Source: an optimization exercise on an open RTL-to-GDS flow (aim: small area). Production flows keep margins and buffers that such runs may drop.
In this exercise RTL edits were held to simulation tests only and were not proved equivalent to the original.
Power and IR drop assume default switching activity.

### config.mk
export PLATFORM = sky130hd
export DESIGN_NAME = Solve
export DESIGN_NICKNAME = Solve
export VERILOG_FILES = /design/flow/design.v
export SDC_FILE = /design/flow/constraint.sdc
export NUM_CORES = 4
export LEC_CHECK = 0
export CAP_MARGIN = 20
export CORE_MARGIN = 2
export CORE_UTILIZATION = 40
export SLEW_MARGIN = 20
export SYNTH_MEMORY_MAX_BITS = 65536
### constraint.sdc
create_clock -name core_clock -period 10.0 [get_ports {clk}]
set_input_delay 2.0000 -clock core_clock [delete_from_list [all_inputs] [get_ports {clk}]]
set_output_delay 2.0000 -clock core_clock [all_outputs]
set_load 0.01 [all_outputs]
### design.v
module Adder8421(
    input [16:0] a,
    input [8:0] b,
    output [16:0] c
);
wire [3:0] b0=b[3:0], b1=b[7:4], b2={3'd0,b[8]};
wire [4:0] t0={1'b0,a[3:0]};
wire [3:0] n0=t0[3:0];
wire f0=((n0+b0)&4'hf)>=4'd10;
wire [4:0] u0=n0+b0+(f0?4'd6:4'd0);
wire [1:0] c0=t0[4]+u0[4];
wire [4:0] t1=a[7:4]+c0;
wire [3:0] n1=t1[3:0];
wire f1=((n1+b1)&4'hf)>=4'd10;
wire [4:0] u1=n1+b1+(f1?4'd6:4'd0);
wire [1:0] c1=t1[4]+u1[4];
wire [4:0] t2=a[11:8]+c1;
wire [3:0] n2=t2[3:0];
wire f2=((n2+b2)&4'hf)>=4'd10;
wire [4:0] u2=n2+b2+(f2?4'd6:4'd0);
wire [1:0] c2=t2[4]+u2[4];
wire [4:0] t3=a[15:12]+c2;
wire [3:0] n3=t3[3:0];
wire f3=n3>=4'd10;
wire [4:0] u3=n3+(f3?4'd6:4'd0);
wire [1:0] c3=t3[4]+u3[4];
assign c={a[16]^c3[0],u3[3:0],u2[3:0],u1[3:0],u0[3:0]};
endmodule
module JK(
    input J,K,clk,
    input reset,
    output out
);
reg e;
assign out=e;
always @(posedge clk)begin
    if(reset)e<=0;
    else if(J)e<=1;
    else if(K)e<=0;
end
endmodule
module STreg(
    input clk,
    input rst,
    input reset,
    input we,
    input [15:0] data,
    input [15:0] ldata,
    output [15:0] out,
    output [2:0] lcode
);
reg [15:0] re;
reg [2:0] lc;
reg modi;
wire [15:0] w=ldata+16'd150;
wire [2:0] wc=(w==16'd0)?3'd0:(w<=16'd45)?3'd1:(w<=16'd90)?3'd2:(w<=16'd135)?3'd3:
              (w<=16'd180)?3'd4:(w<=16'd270)?3'd5:(w<=16'd360)?3'd6:3'd7;
always @(posedge clk)begin
    if(reset)begin
        re<=0;
        lc<=3'd4;
        modi<=0;
    end else begin
        if(we&&modi)begin
            re<=data;
            lc<=wc;
        end else if(rst)begin
            re<=0;
            lc<=3'd4;
        end
        modi<=!we;
    end
end
assign out=re;
assign lcode=lc;
endmodule
module Judge(
    input clk,
    input start,
    input reset,
    input [15:0] now,
    input [15:0] fac,
    output [2:0] out,
    output signed [15:0] modi,
    output ready
);
reg [1:0] state;
reg [2:0] res;
reg [15:0] dec;
reg [15:0] rmodi;
assign modi=rmodi;
reg resd;
assign out=res;
assign ready=resd;
wire [15:0] d2=(dec>16'd360)?dec+16'd360:dec;
always @ (posedge clk) begin
    if(reset)begin
        state<=0;
        resd<=0;
        res<=0;
        dec<=0;
        rmodi<=0;
    end else
    case(state)
        2'd0:begin
            resd<=0;
            if(start)begin
                state<=1;
                dec<=fac-now;
            end
        end
        2'd1:begin
            rmodi<=dec;
            state<=2;
        end
        2'd2:begin
            state<=3;
            if(rmodi<16'd360&&rmodi>=16'd180)begin
                rmodi<=rmodi-16'd360;
            end else if(rmodi>=16'd360&&rmodi<=16'hff4B)begin
                rmodi<=rmodi+16'd360;
            end
            if(d2<16'd180)begin
                if(d2>16'd45)begin
                    if(d2>16'd60)res<=3'b111;
                    else res<=3'b110;
                end else begin
                    if(d2>16'd30)res<=3'b101;
                    else res<=3'b100;
                end
            end else begin
                if(d2<16'd315)begin
                    if(d2<16'd300)res<=3'b011;
                    else res<=3'b010;
                end else begin
                    if(d2<16'd330)res<=3'b001;
                    else res<=3'b000;
                end
            end
        end
        2'd3:begin
            state<=0;
            resd<=1;
        end
    endcase
end
endmodule
module Score#(
    parameter AC=16'h100
)(
    input clk,
    input rst,
    input reset,
    input cal,
    input [2:0] result,
    input signed [15:0] dev,
    output [31:0] out
);
reg [8:0] mid;
reg [16:0] score;
wire [16:0] value;
wire [15:0] nmodi=-dev;
wire [15:0] m=dev[15]?dev:nmodi;
reg start;
reg state;
reg [3:0] astate;
wire ok=(astate==4'd8);
Adder8421 adder(
    .a(score),
    .b(mid),
    .c(value)
);
always @(posedge clk)begin
    if(reset)astate<=4'd9;
    else if(rst)astate<=4'd9;
    else if(astate==4'd9)begin
        if(start)astate<=4'd0;
    end else if(astate==4'd8)astate<=4'd9;
    else astate<=astate+4'd1;
end
always @(posedge clk)begin
    if(reset)begin
        state<=0;
        start<=0;
        score<=0;
        mid<=0;
    end else if(rst)score<=0;
    else begin
        if(state)begin
            start<=0;
            if(ok)begin
                state<=0;
                score<=value;
            end
        end else begin
            if(cal)begin
                state<=1;
                start<=1;
                if(result[1:0]==0)begin
                    mid<=AC;
                end else if(result[1:0]==3)begin
                    mid<=0;
                end else if(result[1])begin
                    mid<=9'h89-{m[5:3],1'd0,m[2:0]};
                end else begin
                    mid<=9'h99-{m[5:3],1'd0,m[2:0]};
                end
            end
        end
    end
end
assign out={15'd0,score};
endmodule
module memroad(
    input [7:0] a,
    output reg [7:0] x,
    output reg [7:0] y,
    output reg anti,
    output reg [2:0] lc,
    output reg d
);
always @(*) begin
    case(a)
        8'd0: {x,y,anti,lc,d}={8'd124,8'd134,1'b0,3'd4,1'b1};
        8'd1: {x,y,anti,lc,d}={8'd142,8'd134,1'b0,3'd2,1'b0};
        8'd2: {x,y,anti,lc,d}={8'd142,8'd116,1'b0,3'd4,1'b1};
        8'd3: {x,y,anti,lc,d}={8'd142,8'd98,1'b0,3'd2,1'b0};
        8'd4: {x,y,anti,lc,d}={8'd124,8'd98,1'b0,3'd4,1'b1};
        8'd5: {x,y,anti,lc,d}={8'd106,8'd98,1'b0,3'd2,1'b0};
        8'd6: {x,y,anti,lc,d}={8'd106,8'd116,1'b0,3'd2,1'b1};
        8'd7: {x,y,anti,lc,d}={8'd124,8'd116,1'b0,3'd6,1'b0};
        8'd8: {x,y,anti,lc,d}={8'd106,8'd116,1'b0,3'd5,1'b1};
        8'd9: {x,y,anti,lc,d}={8'd106,8'd98,1'b0,3'd2,1'b0};
        8'd10: {x,y,anti,lc,d}={8'd88,8'd98,1'b0,3'd4,1'b1};
        8'd11: {x,y,anti,lc,d}={8'd70,8'd98,1'b0,3'd4,1'b0};
        8'd12: {x,y,anti,lc,d}={8'd52,8'd98,1'b0,3'd4,1'b1};
        8'd13: {x,y,anti,lc,d}={8'd34,8'd98,1'b1,3'd3,1'b0};
        8'd14: {x,y,anti,lc,d}={8'd21,8'd85,1'b1,3'd1,1'b1};
        8'd15: {x,y,anti,lc,d}={8'd39,8'd85,1'b0,3'd4,1'b0};
        8'd16: {x,y,anti,lc,d}={8'd57,8'd85,1'b0,3'd4,1'b1};
        8'd17: {x,y,anti,lc,d}={8'd75,8'd85,1'b0,3'd4,1'b0};
        8'd18: {x,y,anti,lc,d}={8'd93,8'd85,1'b0,3'd4,1'b1};
        8'd19: {x,y,anti,lc,d}={8'd111,8'd85,1'b1,3'd5,1'b0};
        8'd20: {x,y,anti,lc,d}={8'd111,8'd67,1'b1,3'd2,1'b1};
        8'd21: {x,y,anti,lc,d}={8'd129,8'd67,1'b1,3'd4,1'b0};
        8'd22: {x,y,anti,lc,d}={8'd147,8'd67,1'b1,3'd2,1'b1};
        8'd23: {x,y,anti,lc,d}={8'd147,8'd85,1'b1,3'd2,1'b0};
        8'd24: {x,y,anti,lc,d}={8'd129,8'd85,1'b0,3'd6,1'b1};
        8'd25: {x,y,anti,lc,d}={8'd147,8'd85,1'b0,3'd4,1'b0};
        8'd26: {x,y,anti,lc,d}={8'd165,8'd85,1'b0,3'd4,1'b1};
        8'd27: {x,y,anti,lc,d}={8'd183,8'd85,1'b0,3'd2,1'b0};
        8'd28: {x,y,anti,lc,d}={8'd183,8'd67,1'b0,3'd4,1'b1};
        8'd29: {x,y,anti,lc,d}={8'd183,8'd49,1'b0,3'd2,1'b0};
        8'd30: {x,y,anti,lc,d}={8'd165,8'd49,1'b0,3'd4,1'b1};
        8'd31: {x,y,anti,lc,d}={8'd147,8'd49,1'b0,3'd2,1'b0};
        8'd32: {x,y,anti,lc,d}={8'd147,8'd67,1'b0,3'd2,1'b1};
        8'd33: {x,y,anti,lc,d}={8'd165,8'd67,1'b0,3'd3,1'b0};
        8'd34: {x,y,anti,lc,d}={8'd178,8'd55,1'b0,3'd1,1'b1};
        8'd35: {x,y,anti,lc,d}={8'd160,8'd55,1'b0,3'd4,1'b0};
        8'd36: {x,y,anti,lc,d}={8'd142,8'd55,1'b0,3'd4,1'b1};
        8'd37: {x,y,anti,lc,d}={8'd124,8'd55,1'b0,3'd4,1'b0};
        8'd38: {x,y,anti,lc,d}={8'd106,8'd55,1'b0,3'd4,1'b1};
        8'd39: {x,y,anti,lc,d}={8'd88,8'd55,1'b1,3'd2,1'b0};
        8'd40: {x,y,anti,lc,d}={8'd88,8'd37,1'b1,3'd2,1'b1};
        8'd41: {x,y,anti,lc,d}={8'd106,8'd37,1'b1,3'd3,1'b0};
        8'd42: {x,y,anti,lc,d}={8'd119,8'd49,1'b1,3'd1,1'b1};
        8'd43: {x,y,anti,lc,d}={8'd101,8'd49,1'b1,3'd4,1'b0};
        8'd44: {x,y,anti,lc,d}={8'd83,8'd49,1'b1,3'd4,1'b1};
        8'd45: {x,y,anti,lc,d}={8'd65,8'd49,1'b1,3'd4,1'b0};
        8'd46: {x,y,anti,lc,d}={8'd47,8'd49,1'b1,3'd4,1'b1};
        8'd47: {x,y,anti,lc,d}={8'd29,8'd49,1'b1,3'd4,1'b0};
        8'd48: {x,y,anti,lc,d}={8'd11,8'd49,1'b1,3'd2,1'b1};
        8'd49: {x,y,anti,lc,d}={8'd3,8'd110,1'b1,3'd4,1'b0};
        8'd50: {x,y,anti,lc,d}={8'd3,8'd96,1'b1,3'd2,1'b1};
        8'd51: {x,y,anti,lc,d}={8'd18,8'd96,1'b1,3'd5,1'b0};
        8'd52: {x,y,anti,lc,d}={8'd18,8'd81,1'b1,3'd2,1'b1};
        8'd53: {x,y,anti,lc,d}={8'd32,8'd81,1'b1,3'd6,1'b0};
        8'd54: {x,y,anti,lc,d}={8'd18,8'd81,1'b1,3'd6,1'b1};
        8'd55: {x,y,anti,lc,d}={8'd32,8'd81,1'b1,3'd4,1'b0};
        8'd56: {x,y,anti,lc,d}={8'd47,8'd81,1'b1,3'd3,1'b1};
        8'd57: {x,y,anti,lc,d}={8'd57,8'd91,1'b1,3'd1,1'b0};
        8'd58: {x,y,anti,lc,d}={8'd42,8'd91,1'b1,3'd2,1'b1};
        8'd59: {x,y,anti,lc,d}={8'd42,8'd77,1'b1,3'd4,1'b0};
        8'd60: {x,y,anti,lc,d}={8'd42,8'd62,1'b1,3'd2,1'b1};
        8'd61: {x,y,anti,lc,d}={8'd57,8'd62,1'b1,3'd4,1'b0};
        8'd62: {x,y,anti,lc,d}={8'd71,8'd62,1'b1,3'd4,1'b1};
        8'd63: {x,y,anti,lc,d}={8'd86,8'd62,1'b1,3'd5,1'b0};
        8'd64: {x,y,anti,lc,d}={8'd86,8'd48,1'b1,3'd2,1'b1};
        8'd65: {x,y,anti,lc,d}={8'd100,8'd48,1'b1,3'd3,1'b0};
        8'd66: {x,y,anti,lc,d}={8'd111,8'd58,1'b1,3'd1,1'b1};
        8'd67: {x,y,anti,lc,d}={8'd96,8'd58,1'b1,3'd4,1'b0};
        8'd68: {x,y,anti,lc,d}={8'd82,8'd58,1'b1,3'd6,1'b1};
        8'd69: {x,y,anti,lc,d}={8'd96,8'd58,1'b1,3'd3,1'b0};
        8'd70: {x,y,anti,lc,d}={8'd106,8'd68,1'b1,3'd1,1'b1};
        8'd71: {x,y,anti,lc,d}={8'd92,8'd68,1'b1,3'd4,1'b0};
        8'd72: {x,y,anti,lc,d}={8'd77,8'd68,1'b1,3'd5,1'b1};
        8'd73: {x,y,anti,lc,d}={8'd77,8'd83,1'b0,3'd2,1'b1};
        8'd74: {x,y,anti,lc,d}={8'd92,8'd83,1'b0,3'd3,1'b0};
        8'd75: {x,y,anti,lc,d}={8'd102,8'd73,1'b0,3'd1,1'b1};
        8'd76: {x,y,anti,lc,d}={8'd88,8'd73,1'b0,3'd2,1'b0};
        8'd77: {x,y,anti,lc,d}={8'd88,8'd87,1'b0,3'd2,1'b1};
        8'd78: {x,y,anti,lc,d}={8'd102,8'd87,1'b0,3'd4,1'b0};
        8'd79: {x,y,anti,lc,d}={8'd117,8'd87,1'b0,3'd4,1'b1};
        8'd80: {x,y,anti,lc,d}={8'd131,8'd87,1'b0,3'd3,1'b0};
        8'd81: {x,y,anti,lc,d}={8'd141,8'd77,1'b0,3'd1,1'b1};
        8'd82: {x,y,anti,lc,d}={8'd127,8'd77,1'b0,3'd2,1'b0};
        8'd83: {x,y,anti,lc,d}={8'd127,8'd91,1'b0,3'd2,1'b1};
        8'd84: {x,y,anti,lc,d}={8'd141,8'd91,1'b0,3'd5,1'b0};
        8'd85: {x,y,anti,lc,d}={8'd141,8'd106,1'b0,3'd2,1'b1};
        8'd86: {x,y,anti,lc,d}={8'd156,8'd106,1'b0,3'd3,1'b0};
        8'd87: {x,y,anti,lc,d}={8'd166,8'd95,1'b0,3'd1,1'b1};
        8'd88: {x,y,anti,lc,d}={8'd152,8'd95,1'b0,3'd2,1'b0};
        8'd89: {x,y,anti,lc,d}={8'd152,8'd110,1'b0,3'd2,1'b1};
        8'd90: {x,y,anti,lc,d}={8'd166,8'd110,1'b0,3'd4,1'b0};
        8'd91: {x,y,anti,lc,d}={8'd181,8'd110,1'b0,3'd2,1'b1};
        8'd92: {x,y,anti,lc,d}={8'd181,8'd95,1'b0,3'd2,1'b0};
        8'd93: {x,y,anti,lc,d}={8'd166,8'd95,1'b0,3'd6,1'b1};
        8'd94: {x,y,anti,lc,d}={8'd181,8'd95,1'b0,3'd4,1'b0};
        8'd95: {x,y,anti,lc,d}={8'd11,8'd63,1'b0,3'd4,1'b1};
        8'd96: {x,y,anti,lc,d}={8'd27,8'd63,1'b0,3'd3,1'b0};
        8'd97: {x,y,anti,lc,d}={8'd39,8'd51,1'b0,3'd1,1'b1};
        8'd98: {x,y,anti,lc,d}={8'd23,8'd51,1'b0,3'd2,1'b0};
        8'd99: {x,y,anti,lc,d}={8'd23,8'd68,1'b0,3'd2,1'b1};
        8'd100: {x,y,anti,lc,d}={8'd39,8'd68,1'b0,3'd4,1'b0};
        8'd101: {x,y,anti,lc,d}={8'd55,8'd68,1'b0,3'd4,1'b1};
        8'd102: {x,y,anti,lc,d}={8'd72,8'd68,1'b0,3'd3,1'b0};
        8'd103: {x,y,anti,lc,d}={8'd83,8'd56,1'b0,3'd1,1'b1};
        8'd104: {x,y,anti,lc,d}={8'd67,8'd56,1'b0,3'd2,1'b0};
        8'd105: {x,y,anti,lc,d}={8'd67,8'd73,1'b0,3'd2,1'b1};
        8'd106: {x,y,anti,lc,d}={8'd83,8'd73,1'b0,3'd4,1'b0};
        8'd107: {x,y,anti,lc,d}={8'd100,8'd73,1'b0,3'd4,1'b1};
        8'd108: {x,y,anti,lc,d}={8'd116,8'd73,1'b0,3'd4,1'b0};
        8'd109: {x,y,anti,lc,d}={8'd133,8'd73,1'b0,3'd4,1'b1};
        8'd110: {x,y,anti,lc,d}={8'd149,8'd73,1'b0,3'd4,1'b0};
        8'd111: {x,y,anti,lc,d}={8'd165,8'd73,1'b0,3'd4,1'b1};
        8'd112: {x,y,anti,lc,d}={8'd182,8'd73,1'b0,3'd3,1'b0};
        8'd113: {x,y,anti,lc,d}={8'd193,8'd61,1'b0,3'd1,1'b1};
        8'd114: {x,y,anti,lc,d}={8'd177,8'd61,1'b0,3'd4,1'b0};
        8'd115: {x,y,anti,lc,d}={8'd161,8'd61,1'b0,3'd4,1'b1};
        8'd116: {x,y,anti,lc,d}={8'd144,8'd61,1'b0,3'd4,1'b0};
        8'd117: {x,y,anti,lc,d}={8'd128,8'd61,1'b0,3'd2,1'b1};
        8'd118: {x,y,anti,lc,d}={8'd128,8'd77,1'b0,3'd4,1'b0};
        8'd119: {x,y,anti,lc,d}={8'd128,8'd94,1'b1,3'd2,1'b0};
        8'd120: {x,y,anti,lc,d}={8'd111,8'd94,1'b1,3'd4,1'b1};
        8'd121: {x,y,anti,lc,d}={8'd95,8'd94,1'b1,3'd4,1'b0};
        8'd122: {x,y,anti,lc,d}={8'd79,8'd94,1'b1,3'd6,1'b1};
        8'd123: {x,y,anti,lc,d}={8'd95,8'd94,1'b1,3'd4,1'b0};
        8'd124: {x,y,anti,lc,d}={8'd111,8'd94,1'b1,3'd2,1'b1};
        8'd125: {x,y,anti,lc,d}={8'd111,8'd110,1'b1,3'd2,1'b0};
        8'd126: {x,y,anti,lc,d}={8'd95,8'd110,1'b1,3'd4,1'b1};
        8'd127: {x,y,anti,lc,d}={8'd79,8'd110,1'b1,3'd4,1'b0};
        8'd128: {x,y,anti,lc,d}={8'd62,8'd110,1'b1,3'd4,1'b1};
        8'd129: {x,y,anti,lc,d}={8'd46,8'd110,1'b1,3'd4,1'b0};
        8'd130: {x,y,anti,lc,d}={8'd29,8'd110,1'b1,3'd5,1'b1};
        8'd131: {x,y,anti,lc,d}={8'd29,8'd127,1'b1,3'd2,1'b0};
        8'd132: {x,y,anti,lc,d}={8'd12,8'd127,1'b0,3'd0,1'b1};
        default: {x,y,anti,lc,d}=21'd0;
    endcase
end
endmodule
module Solve#(
    parameter Y=150,
    parameter X=200
)(
    input clk,
    input rst,
    input halt,
    input prepare,
    input start,
    input next,
    input switcher,
    input sw2,
    input auto,
    input keep,
    input [15:0] length,
    input [15:0] now,
    input [4:0] debug,
    output [15:0] dataput,
    output [31:0] dataput2,
    output wrong,
    output solved,
    output fakeclick,
    output [31:0] score,
    output signed [15:0] wwmodi,
    output ready,
    output wfresh,
    output [11:0] wcolorp,
    output [17:0] wBLOn,
    output nnote0,
    output [15:0] wnotex,wnotey,
    output [15:0] wperc,
    output endpass
);
localparam IDLE=10;
localparam WAITSTART=1;
localparam READNOTE=2;
localparam READINGNOTE=3;
localparam README=4;
localparam READINGSWI=5;
localparam WAIT=6;
localparam WAITJUDGE=7;
localparam CACHEDEV=8;
localparam PASS=14;
localparam WRONG=15;
localparam XY=X*Y;
localparam LAST=132;         
reg [3:0] state;
reg [7:0] nnote;             
reg [7:0] cur;               
reg [1:0] sn;                
reg tillf;                   
reg [9:0] alldev;
reg signed [15:0] modi;
reg [3:0] waitr;
reg [3:0] cc;                
reg fclick;
reg fresh;
reg dealtadd;
reg invalidadd;
reg preparing;
reg beginscore;
reg judgestart;
wire [7:0] nx,ny;
wire anti,nd;
wire [2:0] lc;
memroad memroad(
    .a(cur),
    .x(nx),
    .y(ny),
    .anti(anti),
    .lc(lc),
    .d(nd)
);
reg [8:0] notel;
always @(*) begin
    case(lc)
        3'd1: notel=9'd45;
        3'd2: notel=9'd90;
        3'd3: notel=9'd135;
        3'd4: notel=9'd180;
        3'd5: notel=9'd270;
        3'd6: notel=9'd360;
        default: notel=9'd0;
    endcase
end
wire [15:0] per=(nd?16'd180:16'd0)+(anti?now:16'd360-now);
wire [15:0] perc=(per>=16'd360)?(per-16'd360):per;
assign wperc=perc;
wire addsign;
wire [15:0] outnow;
wire [2:0] lcode;
JK regjk(
    .clk(clk),
    .reset(rst),
    .J(next),
    .K(dealtadd||(state==IDLE)),
    .out(addsign)
);
STreg regtime(
    .clk(clk),
    .reset(rst),
    .rst(prepare),
    .we(next),
    .data(now),
    .ldata(length),
    .out(outnow),
    .lcode(lcode)
);
wire [2:0] jures;
wire AC=~(jures[1]&jures[0]);
wire judgeready;
wire signed [15:0] wmodi;
assign wwmodi=modi;
Judge judger(
    .clk(clk),
    .reset(rst),
    .start(judgestart),
    .ready(judgeready),
    .now(outnow),
    .fac({6'd0,alldev}),
    .modi(wmodi),
    .out(jures)
);
Score #(.AC(16'h100)) scorer(
    .clk(clk),
    .rst(preparing),
    .reset(rst),
    .cal(beginscore),
    .dev(wmodi),
    .result(jures),
    .out(score)
);
wire [15:0] taskri=notel+modi;
wire [15:0] taskp=taskri+16'd80;
wire [15:0] tasklow=((taskri+16'd90)>16'd180)?(taskri-16'd90):0;
wire early=(lcode<=lc);      
wire seq=(sn==2'd0||sn==2'd3)?(nnote==8'd0):(sn==2'd1)?(nnote==8'd49):(nnote==8'd95);
wire s2=(sn==2'd2);
wire [3:0] snote4={s2,s2,s2,sn[0]^sn[1]};
assign ready=(state==WAITSTART);
assign wrong=(state==WRONG);
assign wnotex={8'd0,nx};
assign wnotey={8'd0,ny};
assign solved=dealtadd&&(!invalidadd);
assign fakeclick=fclick;
assign wBLOn=(sn==2'd2)?XY:(sn==2'd3)?2*XY:18'd0;
assign wfresh=fresh;
reg [11:0] colorp;
always @(*) begin
    case(cc)
        4'd12:colorp=12'h2f0;
        4'd13:colorp=12'hff0;
        4'd14:colorp=12'hf80;
        4'd15:colorp=12'hf00;
        4'd8:colorp=12'h0f2;
        4'd9:colorp=12'h0ff;
        4'd10:colorp=12'h08f;
        4'd11:colorp=12'h22f;
        default:colorp=12'h000;
    endcase
end
assign wcolorp=colorp;
assign nnote0=nnote[0];
assign endpass=(state==PASS);
always @(posedge clk) begin
    if(rst)begin
        state<=IDLE;
        fclick<=0;
        fresh<=0;
        nnote<=0;
        cur<=8'd255;
        sn<=0;
        tillf<=0;
        modi<=0;
        waitr<=0;
        preparing<=0;
        alldev<=0;
        cc<=0;
        dealtadd<=0;
        invalidadd<=0;
        beginscore<=0;
        judgestart<=0;
    end else
    case(state)
        IDLE:begin
            if(prepare)begin
                fresh<=0;
                nnote<=0;
                modi<=0;
                waitr<=15;
                preparing<=1;
                sn<=0;
                alldev<=0;
                state<=READNOTE;
            end
        end
        WAITSTART:begin
            preparing<=0;
            if(start)begin
                fresh<=1;
                state<=WAIT;
            end
        end
        READNOTE:begin
            fresh<=0;
            dealtadd<=0;
            beginscore<=0;
            state<=README;
        end
        READINGSWI:begin
            fresh<=1;
            sn<=sn+2'd1;
            state<=README;
        end
        READINGNOTE:begin
            cur<=nnote;
            tillf<=1;
            if(nnote==LAST)state<=PASS;
            else state<=CACHEDEV;
        end
        README:begin
            fresh<=0;
            state<=seq?READINGSWI:READINGNOTE;
        end
        CACHEDEV: begin
            fresh<=0;
            dealtadd<=0;
            invalidadd<=0;
            fclick<=0;
            if(tillf)begin
                tillf<=0;
                alldev<=alldev+notel;
            end else if(alldev>=10'd360)begin
                alldev<=alldev-10'd360;
            end else if(preparing)begin
                state<=WAITSTART;
            end else if(waitr!=4'd15)begin
                waitr<=waitr+4'd1;
            end else state<=WAIT;
        end
        WAIT: begin
            fresh<=0;
            if(debug[4]&&nnote<{debug[3:0],3'd0})begin
                nnote<=nnote+8'd1;
                state<=READNOTE;
                fresh<=1;
            end else if(halt)begin
                state<=IDLE;
            end else if(addsign)begin
                dealtadd<=1;
                if((early&&keep)||length<=tasklow)begin
                    state<=CACHEDEV;
                    invalidadd<=1;
                end else begin
                    state<=WAITJUDGE;
                    judgestart<=1;
                end
            end else if(length>=taskp)begin
                if(keep)begin
                    state<=CACHEDEV;
                    waitr<=4'd1;
                    fclick<=1;
                end
                else begin
                    modi<=-16'sd80;
                    cc<=4'd11;
                    state<=WRONG;
                end
            end else if(auto)begin
                if(length==taskri)begin
                    state<=CACHEDEV;
                    waitr<=4'd1;
                    fclick<=1;
                end
            end
        end
        WAITJUDGE:begin
            judgestart<=0;
            if(judgeready)begin
                cc<={1'b1,jures};
                modi<=wmodi;
                if((!AC)&&(!keep))begin
                    state<=WRONG;
                end else begin
                    beginscore<=1;
                    nnote<=nnote+8'd1;
                    state<=READNOTE;
                end
            end
        end
        WRONG:begin
            if(halt)begin
                state<=IDLE;
            end
        end
        PASS:begin
            if(halt)begin
                state<=IDLE;
            end
        end
        default:;
    endcase
end
wire [15:0] nmodi=-modi;
assign dataput=switcher?(sw2?perc[15:0]:now[15:0]):{snote4,waitr[3:0],state[3:0],4'd0};
wire [31:0] putdata1={colorp,1'd0,jures,score[31:16]};
wire [31:0] putdata2={modi[15:0],wmodi[15:0]};
wire [31:0] dataput22=switcher?putdata1:putdata2;
wire [31:0] putdata3=switcher?{modi,nmodi}:{nmodi,modi};
assign dataput2=sw2?putdata3:dataput22;
endmodule
### run.sh
#!/bin/bash
# synth_recipe.tcl (not shown) runs the flow's synth.tcl, then flattens the netlist and writes it again
# the make line also repeats each setting of config.mk as NAME=value (left out here)
make -C /OpenROAD-flow-scripts/flow DESIGN_CONFIG=/design/flow/config.mk WORK_HOME=/design/flow/orfs CLKGATE_MAP_FILE= SYNTH_SCRIPT=/design/flow/synth_recipe.tcl finish
==> impl_metrics.toml <==
[power]
sw_frac_of_total_pct = 45.5
powerDensity_nw_per_um2 = 149
switchingPower_uw = 1510
pwr-share-comb_pct = 52.5
p_leak_uw = 0.00850
p_clk_share_pct = 21.0
vdd_drop_max_mv = 0.133
p_int_uw = 1800
p_seq_share_pct = 26.5

[setup_path]
r2r_setup_slack_ns = 0.43
crit_slowest_cell = "fa_1"
r2r_cells = 45
cpPeakStageDelay_ns = 0.54
crit_path_start_kind = "register"
crit_family = "adder cells"
worstSetupPathType = "register to register"
arrival_ns = 9.98
worst_setup_path_end_kind = "register"
cp.required_ns = 10.41
path_buf_inv = 2
worst-path-stages = 45
cp_max_fo = 5

[die]
initial_utilization_pct = 40.2
die_y_um = 225
die_x_um = 225
core_area_sq_um = 48600
rows = 81
dieArea_sq_um = 50700
ios = 228

[layout]
final_cells = 3423
fin_area_sq_um = 22200
syn_to_final_growth_pct = 13.5
layout-drive-gt1-share_pct = 4.71
nFillCells = 4948
nNetsFinal = 2998

[detailed_routing]
drcViolationCount = 0
antenna_left = 0
viasPerCell = 6.01
drt_first_iter_violations = 1928
wl_per_cell_um = 19.9
topRoutingLayerUsed = "met4"
met1_length_mm = 30.8
dr_wl_met2_mm = 31.0
vias = 20600
dr.pass1.iters = 6
routed_wl_mm = 68.0
dr_wl_met3_mm = 4.20

[yosys]
synthArstFlopShare_pct = 0
synth_top_area_share_pct = 18.7
synth_top_area_cell = "dfxtp_1"
yosysWarnings = 6
synth_edf_count = 0
seq_area_frac_synth_pct = 18.7
synth_flop_cell = "dfxtp_1"
ys_types = 88
synth_cells = 2753
ys_ff_latch = 183
ys_top_cells_by_area = "dfxtp_1 19%, ha_1 9.5%, a21oi_1 5.9%, nand2_1 5.6%, nor2_1 5.4%"
yosysMostFrequentCell = "nand2_1"
syn_area_sq_um = 19600
yosys-top-cells-count = "292 x nand2_1, 281 x nor2_1, 229 x a21oi_1"
synth.avg_cell_area_sq_um = 7.10

[sta]
max_slew_margin_pct = 24.2
fin_crit_ns = 9.57
clock_skew_ns = 0.0170
hold_slack_ns = 0.487
finalHoldViolations = 0
setup_slack_ns = 0.429
post-route-period-util_pct = 95.7
finalSetupTns_ns = 0
setup_viol = 0
max_freq_mhz = 104
tightest_slew_ns = 1.13
slew_viol_final = 0

[worst_hold_path]
hold_class = "register to register"
worstHoldPathCells = 2

[grt]
grt_first_pass_wirelength_mm = 108
track_usage_pct = 26.5
grt_max_degree = 69
first_global_vias = 19100
antenna_found_initial = 1
grt_overflow = 0

[clock_network]
clk_latency_ns = 0.49
clk_path_buf_depth = 2
cts_tree = "done"
cts_buffers = 17
cts_num_sinks = 183
clkTransAtPathRegs_ns = 0.08
cts.htree.levels = 4
root_buffer = "clkbuf_16"

[status]
status = "timing/DRC/antenna clean"

[placement]
io_buffer_count = 189
place_hpwl_mm = 50.7
gp_congestion = 0.958
dpl_worst_slack_ns = -0.00517
place_area_sq_um = 21500
place_inst = 3387

[flow_run]
drv_cap = 0
-- cell families (layout without fill, tap and decap cells) --
family | after synthesis | after routing | synth area share (%)
AO/OA/AOI/OAI | 832 | 832 | 27.8
XOR/XNOR | 152 | 152 | 6.88
adder cells (fa/ha/maj) | 164 | 164 | 11.1
buffers and inverters | 371 | 381 | 8.17
flip-flops | 183 | 183 | 18.7
multiplexers | 63 | 63 | 3.26
other | 1 | 39 | 0.0192
AND/OR/NAND/NOR | 987 | 987 | 24.0
-- per-stage QoR --
| stage | total power, uW | utilization (%) |
|---|---|---|
| 6_report | 3310 | 45.6 |
| 5_1_grt | 3540 | 45.6 |
| 4_1_cts | 3290 | 45.4 |
| 3_5_place_dp | 2590 | 44.2 |
| 3_3_place_gp | 2580 | 44.2 |
| 2_1_floorplan | 2060 | - |
-- cells in the final DEF, fill, tap and decap left out, types with 24 or more instances in the layout --
cell type	netlist	routed
a221oi_1	24	24
nand3_1	83	83
a31oi_1	42	42
nand2_1	292	292
a21oi_1	229	226
o21ai_0	170	169
a211oi_1	42	39
nand2b_1	33	33
nor2b_1	34	34
dfxtp_1	183	181
clkdlybuf4s50_1	0	186
o211ai_1	30	30
xor2_1	59	56
nand4_1	26	26
nor2_1	281	277
xnor2_1	92	92
a21o_1	48	48
inv_1	129	128
nor3_1	66	66
mux2i_1	57	57
conb_1	1	38
ha_1	149	142
or3_1	42	42
buf_4	53	28
-- sequential cells by signal (all words and copies together), names as in the netlist, 2 cells and up --
name	cells
scorer.score	17
judger.dec	16
judger.rmodi	16
modi	16
regtime.re	16
alldev	10
scorer.mid	9
cur	8
nnote	8
wnotex	8
wnotey	8
wcolorp	7
cc	4
scorer.astate	4
state	4
waitr	4
judger.res	3
lc	3
regtime.lc	3
judger.state	2
sn	2
-- metal layers --
metal | GRT usage, % | up-vias
met5 | 0 | -
met4 | 9.49 | 0
met3 | 4.12 | 107
met2 | 42.4 | 777
met1 | 36.0 | 9794
li1 | - | 9904
-- final timing paths --
kind	from	endpoint
min reg2reg	cur[0]	cur[0]
min	cur[0]	cur[0]
max reg2reg	scorer.score[1]	scorer.score[16]
max	scorer.score[1]	scorer.score[16]
-- area by class of cell --
type	count	area, sq um	share of cell area [%]
diodes	1	2.50	0.0113
flip-flops and latches	183	3670	16.5
clock inverters	14	160	0.722
multi-input cells	2236	14600	65.6
well taps	622	778	3.51
inverters	132	495	2.23
clock buffers	18	429	1.93
repair buffers	217	2090	9.43
-- timing repair --
item                       CTS  global route
setup endpoints to repair    2             3
hold buffers                 0             0
gates resized for setup      2            18
pin swaps                    0             5
setup buffers                0             2
-- worst min-delay path: stages (launching register included) --
cell and delay, ns:
dfxtp_1 0.31, mux2i_1 0.08, nand2_1 0.07
-- power by group through the flow --
| stage | combinational [uW] | sequential (uW) | clock (uW) |
|---|---|---|---|
| 2_1_floorplan | 1220 | 842 | 0 |
| 3_3_place_gp | 1690 | 888 | 0 |
| 3_5_place_dp | 1700 | 889 | 0 |
| 4_1_cts | 1710 | 872 | 710 |
| 5_1_grt | 1920 | 883 | 737 |
| 6_report | 1740 | 876 | 696 |

port drivers added, routing unchanged:
How much do the figures lean on ideal ports? The routed layout below was timed once more, with nothing changed but the port constraints.
Step 1 (the two cells are an assumption about what drives the block):
set clk [get_ports {clk}]
set_driving_cell -lib_cell sky130_fd_sc_hd__clkbuf_16 $clk
set_driving_cell -lib_cell sky130_fd_sc_hd__buf_2 [delete_from_list [all_inputs] $clk]
Step 2 times the ports against the registers' clock, not the clock port: input delays grow and output delays shrink by t, the midpoint of the rising clock arrivals with the driver on.
Slacks: no drivers / after step 1 / after step 2; pairs: no drivers / after step 1.
t, ns: 0.540
setup slack, ns: 0.429 / 0.429 / 0.429
worst data-port slew with drivers (ns): 0.09
pins driven straight from the clock port: 1
After both steps this run still meets setup and hold. The setup slack of this run moves by 0.000 ns with the drivers and by 0.000 ns with both steps.
